This design comes from an exercise in tuning for small area on the open sky130 flow, not from production work.
At most, simulation tests tie the RTL to the original design; equivalence was not proved.
For run 1, only the layout was checked, not whether the RTL still works.
In every run shown here, the design's own scripts or RTL, not TritonCTS, make the clock network.
The flow treats the clock pin as an ideal source. Dropping or thinning the clock tree relies on that and would not hold on a real chip.
Power and IR drop assume default switching activity.

### flow/flow/run.sh
#!/bin/bash
# The standard synthesis and layout (standard.sh), with these changes
# to how the layout is made:
#  - clock tree: three buf_12, each at the centre of an equal share of
#    the flip-flops, driven by the clock port (flow/pre_cts.tcl replaces
#    clock_tree_synthesis)
#  - after CTS, combinational cells and buffers go down to the smallest
#    drive strength that leaves no slew, cap or timing violation
#    (flow/post_cts.tcl)
#  - port buffers are buf_1; repair aims at the library's own cap and slew
#    limits; core utilization 70%
# ORFS writes each step's full log under orfs/logs/; this script's own
# output goes to flow_run.log.
set -euo pipefail
export FLOW_CLK_BUF=sky130_fd_sc_hd__buf_12
export FLOW_CLK_K=3
bash standard.sh \
  "PRE_CTS_TCL=$PWD/flow/pre_cts.tcl" "POST_CTS_TCL=$PWD/flow/post_cts.tcl" \
  "BUFFER_PORTS_ARGS=-buffer_cell sky130_fd_sc_hd__buf_1" \
  CAP_MARGIN=0 SLEW_MARGIN=0 CORE_UTILIZATION=70 \
  finish > flow_run.log 2>&1
### flow/flow/post_cts.tcl
# After CTS and its timing repair: move each combinational cell and buffer
# to the smallest cell of the same function (same name but for the drive
# strength) that leaves no max-slew or max-capacitance violation and keeps
# setup and hold slack above a margin. Flip-flops and clock buffers keep
# their cells.
proc my_violations { } {
  set bad 0
  if { [sta::max_slew_violation_count] > 0 } { set bad 1 }
  if { [sta::max_capacitance_violation_count] > 0 } { set bad 1 }
  if { [worst_slack -max] < 1.0 } { set bad 1 }
  if { [worst_slack -min] < 0.1 } { set bad 1 }
  return $bad
}

proc my_downsize { } {
  estimate_parasitics -placement
  if { [my_violations] } {
    puts "my_downsize: violations before downsizing; skipped"
    return
  }
  set saved 0.0
  set n 0
  foreach inst [get_cells *] {
    set name [get_full_name $inst]
    set ref [get_property $inst ref_name]
    if { [string match clkbuf_* $name] } { continue }
    if { ![regexp {^(sky130_fd_sc_hd__[a-z0-9]+)_([0-9]+)$} $ref -> base size] } { continue }
    if { [regexp {__(df|sdf|edf|sedf|dl|tap|fill|decap|conb|diode)} $ref] } { continue }
    set cur_area [get_property [get_lib_cells $ref] area]
    set cands {}
    foreach lc [get_lib_cells ${base}_*] {
      set lname [get_name $lc]
      if { ![regexp {^sky130_fd_sc_hd__[a-z0-9]+_[0-9]+$} $lname] } { continue }
      if { [get_property $lc dont_use] } { continue }
      set a [get_property $lc area]
      if { $a < $cur_area - 1e-6 } { lappend cands [list $a $lname] }
    }
    foreach cand [lsort -real -index 0 $cands] {
      lassign $cand a lname
      replace_cell $inst $lname
      if { [my_violations] } {
        replace_cell $inst $ref
      } else {
        puts "my_downsize: $name $ref -> $lname"
        set saved [expr { $saved + $cur_area - $a }]
        incr n
        break
      }
    }
  }
  puts "my_downsize: $n cells, [format %.2f $saved] um2 saved"
}
my_downsize

proc my_clk_pin_slew { buf } {
  set worst 0.0
  set net [get_nets -of_objects [get_pins [get_full_name $buf]/X]]
  foreach pin [get_pins -of_objects $net -filter "direction == input"] {
    foreach p {slew_max_rise slew_max_fall} {
      set s [sta::time_ui_sta [get_property $pin $p]]
      if { $s > $worst } { set worst $s }
    }
  }
  return $worst
}

proc my_downsize_clock { } {
  set limit [expr { $::env(FLOW_CLK_SLEW_PS) * 1e-12 }]
  estimate_parasitics -placement
  foreach buf [get_cells clkbuf_*] {
    set ref [get_property $buf ref_name]
    set s [my_clk_pin_slew $buf]
    puts "my_downsize_clock: [get_full_name $buf] $ref slew [format %.1f [expr { $s * 1e12 }]] ps"
    foreach cand {sky130_fd_sc_hd__clkbuf_4 sky130_fd_sc_hd__clkbuf_8} {
      if { [get_property [get_lib_cells $cand] area] >= [get_property [get_lib_cells $ref] area] } { continue }
      replace_cell $buf $cand
      set s2 [my_clk_pin_slew $buf]
      if { $s2 <= $limit && ![my_violations] } {
        puts "my_downsize_clock: [get_full_name $buf] $ref -> $cand slew [format %.1f [expr { $s2 * 1e12 }]] ps"
        break
      }
      replace_cell $buf $ref
    }
  }
}
if { [info exists ::env(FLOW_CLK_SLEW_PS)] } { my_downsize_clock }

# the cells changed in place; legalize again to be safe
detailed_placement
check_placement -verbose
### flow/flow/pre_cts.tcl
proc clock_tree_synthesis { args } {
  set block [ord::get_db_block]
  set net [$block findNet i_clk]
  set k $::env(FLOW_CLK_K)
  set pins {}
  set xs {}
  set ys {}
  foreach it [$net getITerms] {
    set b [[$it getInst] getBBox]
    lappend pins "[[$it getInst] getName]/[[$it getMTerm] getName]"
    lappend xs [expr { ([$b xMin] + [$b xMax]) / 2.0 }]
    lappend ys [expr { ([$b yMin] + [$b yMax]) / 2.0 }]
  }
  set n [llength $pins]
  # initial centres: sinks spread along the sorted x+y order
  set order [lsort -real -indices [lmap x $xs y $ys { expr { $x + 0.7 * $y } }]]
  set cx {}
  set cy {}
  for { set c 0 } { $c < $k } { incr c } {
    set i [lindex $order [expr { int(($c + 0.5) * $n / $k) }]]
    lappend cx [lindex $xs $i]
    lappend cy [lindex $ys $i]
  }
  # k-means with at most ceil(n/k) sinks per group: each round assigns
  # the sink-group pairs in order of distance, skipping full groups
  set cap [expr { ($n + $k - 1) / $k }]
  for { set iter 0 } { $iter < 30 } { incr iter } {
    set pairs {}
    set i 0
    foreach x $xs y $ys {
      for { set c 0 } { $c < $k } { incr c } {
        lappend pairs [list [expr { abs($x - [lindex $cx $c]) + abs($y - [lindex $cy $c]) }] $i $c]
      }
      incr i
    }
    set assign [lrepeat $n -1]
    set fill [lrepeat $k 0]
    foreach p [lsort -real -index 0 $pairs] {
      lassign $p d i c
      if { [lindex $assign $i] >= 0 || [lindex $fill $c] >= $cap } { continue }
      lset assign $i $c
      lset fill $c [expr { [lindex $fill $c] + 1 }]
    }
    set ncx {}
    set ncy {}
    for { set c 0 } { $c < $k } { incr c } {
      set sx 0.0
      set sy 0.0
      set m 0
      foreach a $assign x $xs y $ys {
        if { $a == $c } {
          set sx [expr { $sx + $x }]
          set sy [expr { $sy + $y }]
          incr m
        }
      }
      if { $m > 0 } {
        lappend ncx [expr { $sx / $m }]
        lappend ncy [expr { $sy / $m }]
      } else {
        lappend ncx [lindex $cx $c]
        lappend ncy [lindex $cy $c]
      }
    }
    set cx $ncx
    set cy $ncy
  }
  for { set c 0 } { $c < $k } { incr c } {
    set loads {}
    foreach a $assign p $pins {
      if { $a == $c } { lappend loads [get_pins $p] }
    }
    if { [llength $loads] == 0 } { continue }
    set x [ord::dbu_to_microns [expr { int([lindex $cx $c]) }]]
    set y [ord::dbu_to_microns [expr { int([lindex $cy $c]) }]]
    puts "clock buffer $c: [llength $loads] sinks at $x $y"
    insert_buffer -buffer_cell $::env(FLOW_CLK_BUF) -net i_clk -load_pins $loads \
      -location [list $x $y] -buffer_name clkbuf_$c -net_name clk_$c
  }
  set_propagated_clock [all_clocks]
}
### flow/standard.sh
#!/bin/bash
# synth_recipe.tcl (not shown) runs the flow's synth.tcl, then flattens the netlist and writes it again
# the make line also repeats each setting of config.mk as NAME=value (left out here)
make -C /OpenROAD-flow-scripts/flow DESIGN_CONFIG=/design/flow/config.mk WORK_HOME=/design/flow/orfs CLKGATE_MAP_FILE= SYNTH_SCRIPT=/design/flow/synth_recipe.tcl "${@:-finish}"
### flow/config.mk
export PLATFORM = sky130hd
export DESIGN_NAME = FSM_LightStand
export DESIGN_NICKNAME = FSM_LightStand
export VERILOG_FILES = /design/flow/design.v
export SDC_FILE = /design/flow/constraint.sdc
export NUM_CORES = 4
export LEC_CHECK = 0
export CAP_MARGIN = 20
export CORE_MARGIN = 2
export CORE_UTILIZATION = 40
export SLEW_MARGIN = 20
### flow/constraint.sdc
create_clock -name core_clock -period 10.0 [get_ports {i_clk}]
set_input_delay 2.0000 -clock core_clock [delete_from_list [all_inputs] [get_ports {i_clk}]]
set_output_delay 2.0000 -clock core_clock [all_outputs]
set_load 0.01 [all_outputs]
### flow/design.v
`timescale 1ns / 1ps
module ClockDivider(
    input i_clk,
    input i_reset,
    output o_wrap,
    output o_pre_last
    );
    localparam [13:0] C_RESET = 14'b00111010110010;
    localparam [13:0] C_9899  = 14'b00101010001010;
    localparam [13:0] C_LAST  = 14'b11100011001110;
    reg [13:0] r_lo;
    assign o_wrap     = &{r_lo[13], r_lo[12], r_lo[11], ~r_lo[10], r_lo[7], r_lo[6], ~r_lo[5], r_lo[3], r_lo[2], r_lo[1], ~r_lo[0]};
    assign o_pre_last = &{~r_lo[12], r_lo[11], ~r_lo[10], r_lo[9], ~r_lo[8], r_lo[7], ~r_lo[6], ~r_lo[5], ~r_lo[4], r_lo[3], ~r_lo[2], ~r_lo[0]};
    wire w_fb = ~(r_lo[13] ^ r_lo[1] ^ r_lo[3] ^ r_lo[12]) ^ o_wrap;
    always @(posedge i_clk or posedge i_reset) begin
        if (i_reset) r_lo <= C_RESET;
        else         r_lo <= {r_lo[12:0], w_fb};
    end
endmodule
`timescale 1ns / 1ps
module Counter(
    input i_clk,
    input i_reset,
    input i_wrap,
    input i_pre_last,
    output [3:0] o_hi
    );
    reg [3:0] r_hi;
    assign o_hi = r_hi;
    wire w_hi9  = r_hi[3] & r_hi[0];    
    wire w_hi10 = r_hi[3] & r_hi[1];
    always @(posedge i_clk or posedge i_reset) begin
        if (i_reset)
            r_hi <= 4'd0;
        else if (w_hi9 ? i_pre_last : i_wrap)
            r_hi <= w_hi10 ? 4'd0 : r_hi + 4'd1;
    end
endmodule
`timescale 1ns / 1ps
module Comparator(
    input [3:0] i_hi,
    output o_light_1, o_light_2, o_light_3, o_light_4
    );
    assign o_light_1 = (i_hi == 4'd0);
    assign o_light_2 = (i_hi < 4'd4);
    assign o_light_3 = (i_hi < 4'd7);
    assign o_light_4 = ~(i_hi[3] & i_hi[1]);
endmodule
`timescale 1ns / 1ps
module ButtonController(
    input i_clk,
    input i_reset,
    input i_button,
    output o_release
    );
    localparam [19:0] S_0   = 20'b00000001101011001000;
    localparam [19:0] S_END = 20'b00000010110101100100;
    reg r_prevState;
    reg [19:0] r_lfsr;
    wire w_en   = i_button ^ r_prevState;
    wire w_term = &{~r_lfsr[19], ~r_lfsr[18], ~r_lfsr[17], ~r_lfsr[16], ~r_lfsr[15], ~r_lfsr[14], ~r_lfsr[12], r_lfsr[11], r_lfsr[10], ~r_lfsr[9], r_lfsr[8], ~r_lfsr[7], r_lfsr[6], r_lfsr[5], ~r_lfsr[4], ~r_lfsr[3], r_lfsr[2], ~r_lfsr[1], ~r_lfsr[0]};
    wire w_fb   = ~(r_lfsr[19] ^ r_lfsr[2]);
    assign o_release = w_en & w_term & r_prevState;
    always @(posedge i_clk or posedge i_reset) begin
        if (i_reset) begin
            r_prevState <= 1'b0;
            r_lfsr <= S_0;
        end
        else if (w_en) begin
            r_lfsr <= {r_lfsr[18:14], r_lfsr[13] ^ w_term, r_lfsr[12:0], w_fb};
            if (w_term) r_prevState <= ~r_prevState;
        end
    end
endmodule
`timescale 1ns / 1ps
module FSM_Light(
    input i_clk,
    input i_reset,
    input [2:0] i_button,
    output [4:1] o_level
    );
    reg [2:0] r_level;
    wire w_up   = i_button[0];
    wire w_down = i_button[1] & ~i_button[0];
    wire w_hold = ~(i_button[0] | i_button[1] | i_button[2]);
    assign o_level[1] = r_level[1] | r_level[0];
    assign o_level[2] = r_level[1];
    assign o_level[3] = r_level[2];
    assign o_level[4] = r_level[2] & ~r_level[0];
    always @(posedge i_clk or posedge i_reset) begin
        if (i_reset)
            r_level <= 3'b000;
        else begin
            r_level[0] <= (w_up & ~r_level[2]) | (w_down & r_level[1]) | (w_hold & r_level[0]);
            r_level[1] <= (w_up & (r_level[1] | r_level[0])) | (w_down & r_level[2]) | (w_hold & r_level[1]);
            r_level[2] <= (w_up & r_level[1]) | (w_down & r_level[2] & ~r_level[0]) | (w_hold & r_level[2]);
        end
    end
endmodule
`timescale 1ns / 1ps
module MUX(
    input i_clk,
    input i_reset,
    input [4:1] i_x,
    input [4:1] i_level,
    output o_y
    );
    reg r_y;
    assign o_y = r_y;
    always @(posedge i_clk or posedge i_reset) begin
        if (i_reset)
            r_y <= 1'b0;
        else
            r_y <= |(i_level & i_x);
    end
endmodule
`timescale 1ns / 1ps
module FSM_LightStand(
    input i_clk,
    input i_reset,
    input [2:0] i_button,
    output o_pwm_light
    );
    wire w_wrap, w_pre_last;
    ClockDivider clkdiv(
        .i_clk(i_clk),
        .i_reset(i_reset),
        .o_wrap(w_wrap),
        .o_pre_last(w_pre_last)
    );
    wire [3:0] w_hi;
    Counter count(
        .i_clk(i_clk),
        .i_reset(i_reset),
        .i_wrap(w_wrap),
        .i_pre_last(w_pre_last),
        .o_hi(w_hi)
    );
    wire [4:1] w_light;
    Comparator comp(
        .i_hi(w_hi),
        .o_light_1(w_light[1]),
        .o_light_2(w_light[2]),
        .o_light_3(w_light[3]),
        .o_light_4(w_light[4])
    );
    wire [2:0] w_release;
    ButtonController UpBTN(
        .i_clk(i_clk),
        .i_reset(i_reset),
        .i_button(i_button[0]),
        .o_release(w_release[0])
    );
    ButtonController DownBTN(
        .i_clk(i_clk),
        .i_reset(i_reset),
        .i_button(i_button[1]),
        .o_release(w_release[1])
    );
    ButtonController OffBTN(
        .i_clk(i_clk),
        .i_reset(i_reset),
        .i_button(i_button[2]),
        .o_release(w_release[2])
    );
    wire [4:1] w_level;
    FSM_Light fsm_led(
        .i_clk(i_clk),
        .i_reset(i_reset),
        .i_button(w_release),
        .o_level(w_level)
    );
    MUX pwmsel(
        .i_clk(i_clk),
        .i_reset(i_reset),
        .i_x(w_light),
        .i_level(w_level),
        .o_y(o_pwm_light)
    );
endmodule
==> impl_metrics.ini, run 1 <==
[status]
status = timing/DRC/antenna clean

[drt]
drtAntennaViolNets = 0
viasPerCell = 5.92
wire_per_inst_um = 16.7
drt-total-wl_mm = 5.34
vias = 1889
drc_errors = 0
drt_first_pass_iters = 4
drtIter0Drc = 95

[clocking]
insertion_delay_ns = 0.14
path_clk_slew_ns = 0.11

[logic_synthesis]
synth-edff-count = 0
synth_cells = 248
async_flop_share_pct = 100
synth_compound_area_share_pct = 3.72
synth.area.top_cells = dfrtp_1 42%, dfstp_2 19%, mux2_2 16%
seq_area_frac_synth_pct = 61.1
yosys.area.top_type = dfrtp_1
synth_flop_cell = dfrtp_1
synthXorXnorAreaFrac_pct = 2.97
synth-simple-area-share_pct = 10.9
synth.distinct_cells = 42
syn_area_um2 = 3530
yosysWarningCount = 5
synth_top_family_by_area = multiplexers
synthMuxAreaShare_pct = 19.0
syn_area_per_cell_um2 = 14.3
yosys.area_share.adder_pct = 0.708
synth_top_area_share_pct = 42.5
syn-num-nets = 255
ys_ff_latch = 85

[worst_setup_path]
cp-start-kind = primary input
crit_fanout = 22
critPathSlowestCell = buf_1
cp_cell_sequence = buf_1 > xor2_1 > buf_1 > mux2_2
cp.required_ns = 10.03
arrival_ns = 3.54
crit_type = primary input to flop
cp_common_cell = buf_1
slowest_delay_ns = 0.82
cp_top_family = buffers and inverters
end_kind = flop
critPathBufInv = 2

[sta]
setup_viol = 0
setup-tns-final_ns = 0
rsz0062_at_grt = false
skew_ns = 0.00929
slew_viol_final = 0
fin_hold_ws_ns = 0.374
fmax_ghz = 0.285
finalHoldViolCount = 0
finalCriticalPeriod_ns = 3.51
finalCritPeriodShare_pct = 35.1
tightest_slew_ns = 1.13
slew_headroom_pct = 24.1

[pwr]
power_frac_comb_pct = 19.0
p_leak_nw = 1.47
power_frac_seq_pct = 66.7
fin_total_pwr_mw = 0.878
switchingPower_mw = 0.231
vdd.ir_drop.worst_uv = 237
swShare_pct = 26.3
clockPowerShare_pct = 14.4
intPower_mw = 0.647
power_density_nw_per_um2 = 243

[finish]
syn_to_final_growth_pct = 2.37
nets = 261
diodes = 0
drive_gt1_share_pct = 32.9
layout_commonest_cell = dfrtp_1
final_cell_mix = 60 x dfrtp_1, 51 x mux2_2, 25 x dfstp_2, 12 x nor2_1
instances_no_fill = 319

[place]
dp_hpwl_mm = 3.81
dpl.cell_count = 316
gp_congestion = 0.754
io_buffers = 5

[floorplan]
die_h_um = 75.1
core_um2 = 4790
num_rows = 25
initial_utilization_pct = 73.9
dieWidth_um = 75.1
dieArea_um2 = 5630
io_pins = 6

[grt]
grt_pass1_vias = 1939
antenna_found_initial = 0
track_usage_pct = 20.7
grt_max_degree = 86
gr-total-overflow = 0
grt_pass1_wl_mm = 9.18

[min_path]
hold_path_class = flop to flop

[run]
cap_violations = 0
logic make-up (layout without fill, tap and decap cells):
group | count (synthesis) | in the layout
compound gates | 21 | 21
xor+xnor | 12 | 12
fa+ha+maj | 2 | 2
buf+inv | 14 | 18
flops | 85 | 85
mux | 60 | 60
simple gates | 54 | 54
worst reg2reg max path: stages, from the launching register on:
cell     delay, ns
dfstp_2       0.54
nor4b_1       0.36
nand3_1       0.16
nor4b_1       0.89
mux2i_1       0.17
a21o_1        0.19
registers in the layout, indices dropped and copies added (netlist names):
| register | cells |
|---|---|
| DownBTN.r_lfsr | 20 |
| OffBTN.r_lfsr | 20 |
| UpBTN.r_lfsr | 20 |
| clkdiv.r_lo | 14 |
| count.r_hi | 4 |
| fsm_led.r_level | 3 |
| DownBTN.r_prevState | 1 |
| OffBTN.r_prevState | 1 |
| UpBTN.r_prevState | 1 |
| pwmsel.r_y | 1 |
area by class of cell, without the clock buffers:
class / instances / area (um2)
sequential: 85 / 2160
multi-input combinational: 149 / 1260
fill: 305 / 1170
tap: 67 / 83.8
timing repair buffer: 7 / 30.0
inverter: 8 / 30.0
cell usage after synthesis (all sizes together), types with 2 or more instances:
cell type	instances
clkbuf	2
nand4	4
nand2	9
dfstp	25
and2	2
nor3	2
dfrtp	60
nor4bb	2
a21oi	5
buf	4
ha	2
nor2	12
xnor2	7
o21ai	7
nor4	4
nand3	5
nor4b	9
mux2	58
xor2	5
inv	8
a31oi	2
mux2i	2
stage by stage:
stage / util, % / worst slack, ns / area [um2]
floorplan: - / 5.85 / 3530
global placement: 76.1 / 6.54 / 3640
detailed placement: 76.1 / 6.41 / 3640
global route: 75.6 / 6.40 / 3620
finish: 75.6 / 6.49 / 3620
final timing paths:
kind	start	end	slack [ns]	cells past startpoint
hold / removal	clkdiv.r_lo[4]	clkdiv.r_lo[5]	0.37	0
max in group asynchronous	i_reset	UpBTN.r_lfsr[0]	7.22	3
hold reg to reg	clkdiv.r_lo[4]	clkdiv.r_lo[5]	0.37	0
setup / recovery	i_button[1]	DownBTN.r_lfsr[16]	6.49	4
setup reg to reg	UpBTN.r_lfsr[11]	fsm_led.r_level[1]	7.59	5
min in group asynchronous	i_reset	OffBTN.r_lfsr[8]	2.14	3
layer usage:
layer	up-vias	routed length, um	track usage (%)
li1	893	-	-
met4	0	114	3.97
met3	10	86	0.937
met2	22	2720	36.8
met1	964	2410	29.0
met5	-	0	0
power groups by stage:
stage,logic (mW),clock network [mW],registers [mW]
finish,0.167,0.126,0.585
global route,0.184,0.143,0.605
detailed placement,0.176,0,0.600
global placement,0.162,0,0.584
floorplan,0.152,0,0.565
==> run 2, diff against run 1 <==
--- a/flow/design.v
+++ b/flow/design.v
@@ -53,12 +53,12 @@
     input i_button,
     output o_release
     );
-    localparam [19:0] S_0   = 20'b00000001101011001000;
-    localparam [19:0] S_END = 20'b00000010110101100100;
+    localparam [19:0] S_0   = 20'b00000000110101100100;
+    localparam [19:0] S_END = 20'b10000001011010110010;
     reg r_prevState;
     reg [19:0] r_lfsr;
     wire w_en   = i_button ^ r_prevState;
-    wire w_term = &{~r_lfsr[19], ~r_lfsr[18], ~r_lfsr[17], ~r_lfsr[16], ~r_lfsr[15], ~r_lfsr[14], ~r_lfsr[12], r_lfsr[11], r_lfsr[10], ~r_lfsr[9], r_lfsr[8], ~r_lfsr[7], r_lfsr[6], r_lfsr[5], ~r_lfsr[4], ~r_lfsr[3], r_lfsr[2], ~r_lfsr[1], ~r_lfsr[0]};
+    wire w_term = &{r_lfsr[19], ~r_lfsr[18], ~r_lfsr[17], ~r_lfsr[16], ~r_lfsr[15], ~r_lfsr[14], ~r_lfsr[13], ~r_lfsr[11], r_lfsr[10], r_lfsr[9], ~r_lfsr[8], r_lfsr[7], ~r_lfsr[6], r_lfsr[5], r_lfsr[4], ~r_lfsr[3], ~r_lfsr[2], r_lfsr[1], ~r_lfsr[0]};
     wire w_fb   = ~(r_lfsr[19] ^ r_lfsr[2]);
     assign o_release = w_en & w_term & r_prevState;
     always @(posedge i_clk or posedge i_reset) begin
@@ -67,7 +67,7 @@
             r_lfsr <= S_0;
         end
         else if (w_en) begin
-            r_lfsr <= {r_lfsr[18:14], r_lfsr[13] ^ w_term, r_lfsr[12:0], w_fb};
+            r_lfsr <= {r_lfsr[18:13], r_lfsr[12] ^ w_term, r_lfsr[11:0], w_fb};
             if (w_term) r_prevState <= ~r_prevState;
         end
     end
@@ -80,9 +80,10 @@
     output [4:1] o_level
     );
     reg [2:0] r_level;
-    wire w_up   = i_button[0];
-    wire w_down = i_button[1] & ~i_button[0];
-    wire w_hold = ~(i_button[0] | i_button[1] | i_button[2]);
+    wire w_top  = r_level[2] & ~r_level[0];    
+    wire w_up   = i_button[0] & ~w_top;
+    wire w_down = i_button[1] & ~w_up;
+    wire w_hold = ~(w_up | i_button[1] | i_button[2]);
     assign o_level[1] = r_level[1] | r_level[0];
     assign o_level[2] = r_level[1];
     assign o_level[3] = r_level[2];
==> impl_metrics.ini, run 2 <==
[grt]
grt_pass1_wl_mm = 8.97
gr-total-overflow = 0
grt_pass1_vias = 1942
grt_max_degree = 86
track_usage_pct = 20.4
antenna_found_initial = 0

[pwr]
vdd.ir_drop.worst_uv = 178
clockPowerShare_pct = 15.1
power_frac_comb_pct = 18.8
switchingPower_mw = 0.235
power_density_nw_per_um2 = 245
p_leak_nw = 1.47
power_frac_seq_pct = 66.2
swShare_pct = 26.6
intPower_mw = 0.648

[worst_setup_path]
cp-start-kind = primary input
arrival_ns = 3.51
cp.required_ns = 9.99
end_kind = flop
crit_type = primary input to flop
crit_fanout = 6
worst-r2r-cell-count = 5

[sta]
setup-tns-final_ns = 0
slew_headroom_pct = 28.9
setup_viol = 0
fmax_ghz = 0.284
slew_viol_final = 0
skew_ns = 0.0114
tightest_slew_ns = 1.07
finalCritPeriodShare_pct = 35.2
finalHoldViolCount = 0
rsz0062_at_grt = false
finalCriticalPeriod_ns = 3.52

[finish]
layout_commonest_cell = dfrtp_1
final_core_util_pct = 75.8
syn_to_final_growth_pct = 3.45
fill_cells = 317
diodes = 0
drive_gt1_share_pct = 36.7
nets = 260
reg.largest.list = DownBTN.r_lfsr (20), OffBTN.r_lfsr (20), UpBTN.r_lfsr (20)
final_cell_mix = 60 x dfrtp_1, 57 x mux2_2, 25 x dfstp_2, 13 x nand2_1, 9 x o21ai_0

[logic_synthesis]
synth_flop_cell = dfrtp_1
synth_top_area_share_pct = 43.1
synth-edff-count = 0
syn-num-nets = 252
yosysWarningCount = 5
async_flop_share_pct = 100
syn_area_um2 = 3480
synth.distinct_cells = 39
synth_cells = 245
synth.area.top_cells = dfrtp_1 43%, dfstp_2 19%, mux2_2 18%
ys_ff_latch = 85
yosys.area.top_type = dfrtp_1
synth.most_common_cell = dfrtp_1
syn_area_per_cell_um2 = 14.2
seq_area_frac_synth_pct = 62.0
synth_commonest_cells = 60 x dfrtp_1, 57 x mux2_2, 25 x dfstp_2, 12 x nand2_1, 9 x o21ai_0

[clocking]
path_clk_slew_ns = 0.11
insertion_delay_ns = 0.14

[drt]
vias = 1866
drtIter0Drc = 168
drt_first_pass_iters = 4
wire_per_inst_um = 16.5
viasPerCell = 5.87
drt-total-wl_mm = 5.25
drtAntennaViolNets = 0
drc_errors = 0

[floorplan]
die_h_um = 74.5
initial_utilization_pct = 73.3
core_um2 = 4750
dieArea_um2 = 5560
num_rows = 25
io_pins = 6
dieWidth_um = 74.5

[run]
cap_violations = 0

[status]
status = timing/DRC/antenna clean

[place]
io_buffers = 5
dp_hpwl_mm = 3.66
gp_congestion = 0.763

[min_path]
hold_path_class = flop to flop
whs_path_depth = 0
==> run 2: changes by cell type in the layout (fill, tap and decap cells not counted), moves of 4 or more <==
cell / before / now
mux2_1: 7 / 1
mux2_2: 51 / 57
nor2_1: 12 / 6
inv_1: 7 / 2
nor4b_1: 9 / 4
nand2_1: 9 / 13
o21ai_0: 5 / 9
==> run 2: worst paths after layout <==
| path | end | startpoint | slack (ns) |
|---|---|---|---|
| hold / removal | clkdiv.r_lo[5] | clkdiv.r_lo[4] | 0.37 |
| setup reg to reg | count.r_hi[3] | clkdiv.r_lo[9] | 7.56 |
| hold reg to reg | clkdiv.r_lo[5] | clkdiv.r_lo[4] | 0.37 |
| setup / recovery | fsm_led.r_level[0] | i_button[1] | 6.48 |
| max in group asynchronous | clkdiv.r_lo[8] | i_reset | 7.24 |
| min in group asynchronous | DownBTN.r_prevState | i_reset | 2.13 |
==> run 2: critical path, cell delays in order <==
cell and delay, ns:
buf_1 0.11, or4b_2 0.61, nor3_1 0.51, or3b_2 0.23, a22oi_1 0.06
==> run 2: power by group through the flow <==
| stage | Sequential, mW | Clock (mW) | Combinational, mW |
|---|---|---|---|
| final | 0.585 | 0.133 | 0.166 |
| after global routing | 0.603 | 0.148 | 0.185 |
| after detailed placement | 0.594 | 0 | 0.168 |
| after global placement | 0.579 | 0 | 0.157 |
| after floorplan | 0.558 | 0 | 0.146 |
==> run 2: logic make-up (layout without fill, tap and decap cells) <==
kind of cell / Yosys count / count (layout) / synth area share [%]
flops: 85 / 85 / 62.0
simple gates: 60 / 60 / 11.0
mux: 58 / 58 / 18.9
compound gates: 19 / 19 / 3.45
xor+xnor: 12 / 12 / 3.02
buf+inv: 9 / 15 / 0.970
fa+ha+maj: 2 / 2 / 0.718
==> run 2: metrics by stage <==
stage	setup WS (ns)	hold slack (ns)	std cells	total power, mW	cell area (um2)
3_5_place_dp	6.54	0.360	315	0.762	3590
2_1_floorplan	5.85	0.351	245	0.704	3480
5_1_grt	6.30	0.374	318	0.936	3600
3_3_place_gp	6.64	0.355	315	0.736	3590
6_report	6.48	0.365	318	0.883	3600
==> run 2: cell type report, without the clock buffers <==
cell class	instances	area (um2)	share of cell area [%]
Tap cell	67	83.8	2.33
Sequential cell	85	2160	59.9
Inverter	3	11.3	0.312
Multi-Input combinational cell	151	1250	34.8
Timing Repair Buffer	9	37.5	1.04
==> run 2: per-layer routing <==
layer / GRT usage, % / part of all wire (%)
met1: 29.4 / 46
met2: 35.7 / 51
met3: 1.36 / 2.0
met4: 2.38 / 0.69
met5: 0 / 0

## static timing again, ports no longer ideal
The results above use ideal ports. As a check the final layouts listed here were re-extracted and re-timed, cells and wires unchanged. Step 1, drivers: a clkbuf_16 drives i_clk and a buf_2 each remaining input, both assumed. Step 2, shift: input delay + t, output delay - t, t = (earliest + latest rising clock arrival at the registers) / 2. This alone moves slack from input paths to output paths. a / b / c = ideal ports / drivers / drivers and shift; a / b = the first two.
run | shift t [ns] | slack for setup (ns) | latest minus earliest clock arrival (ns) | slew at the worst register clock pin (ns) | worst slew at a driven data input, ns
run 1 | 0.204 | 6.488 / 6.534 / 6.330 | 0.010 / 0.011 | 0.11 / 0.11 | 0.03
run 2 | 0.201 | 6.484 / 6.527 / 6.326 | 0.012 / 0.012 | 0.11 / 0.11 | 0.04
After both steps setup and hold are still met in every run listed.
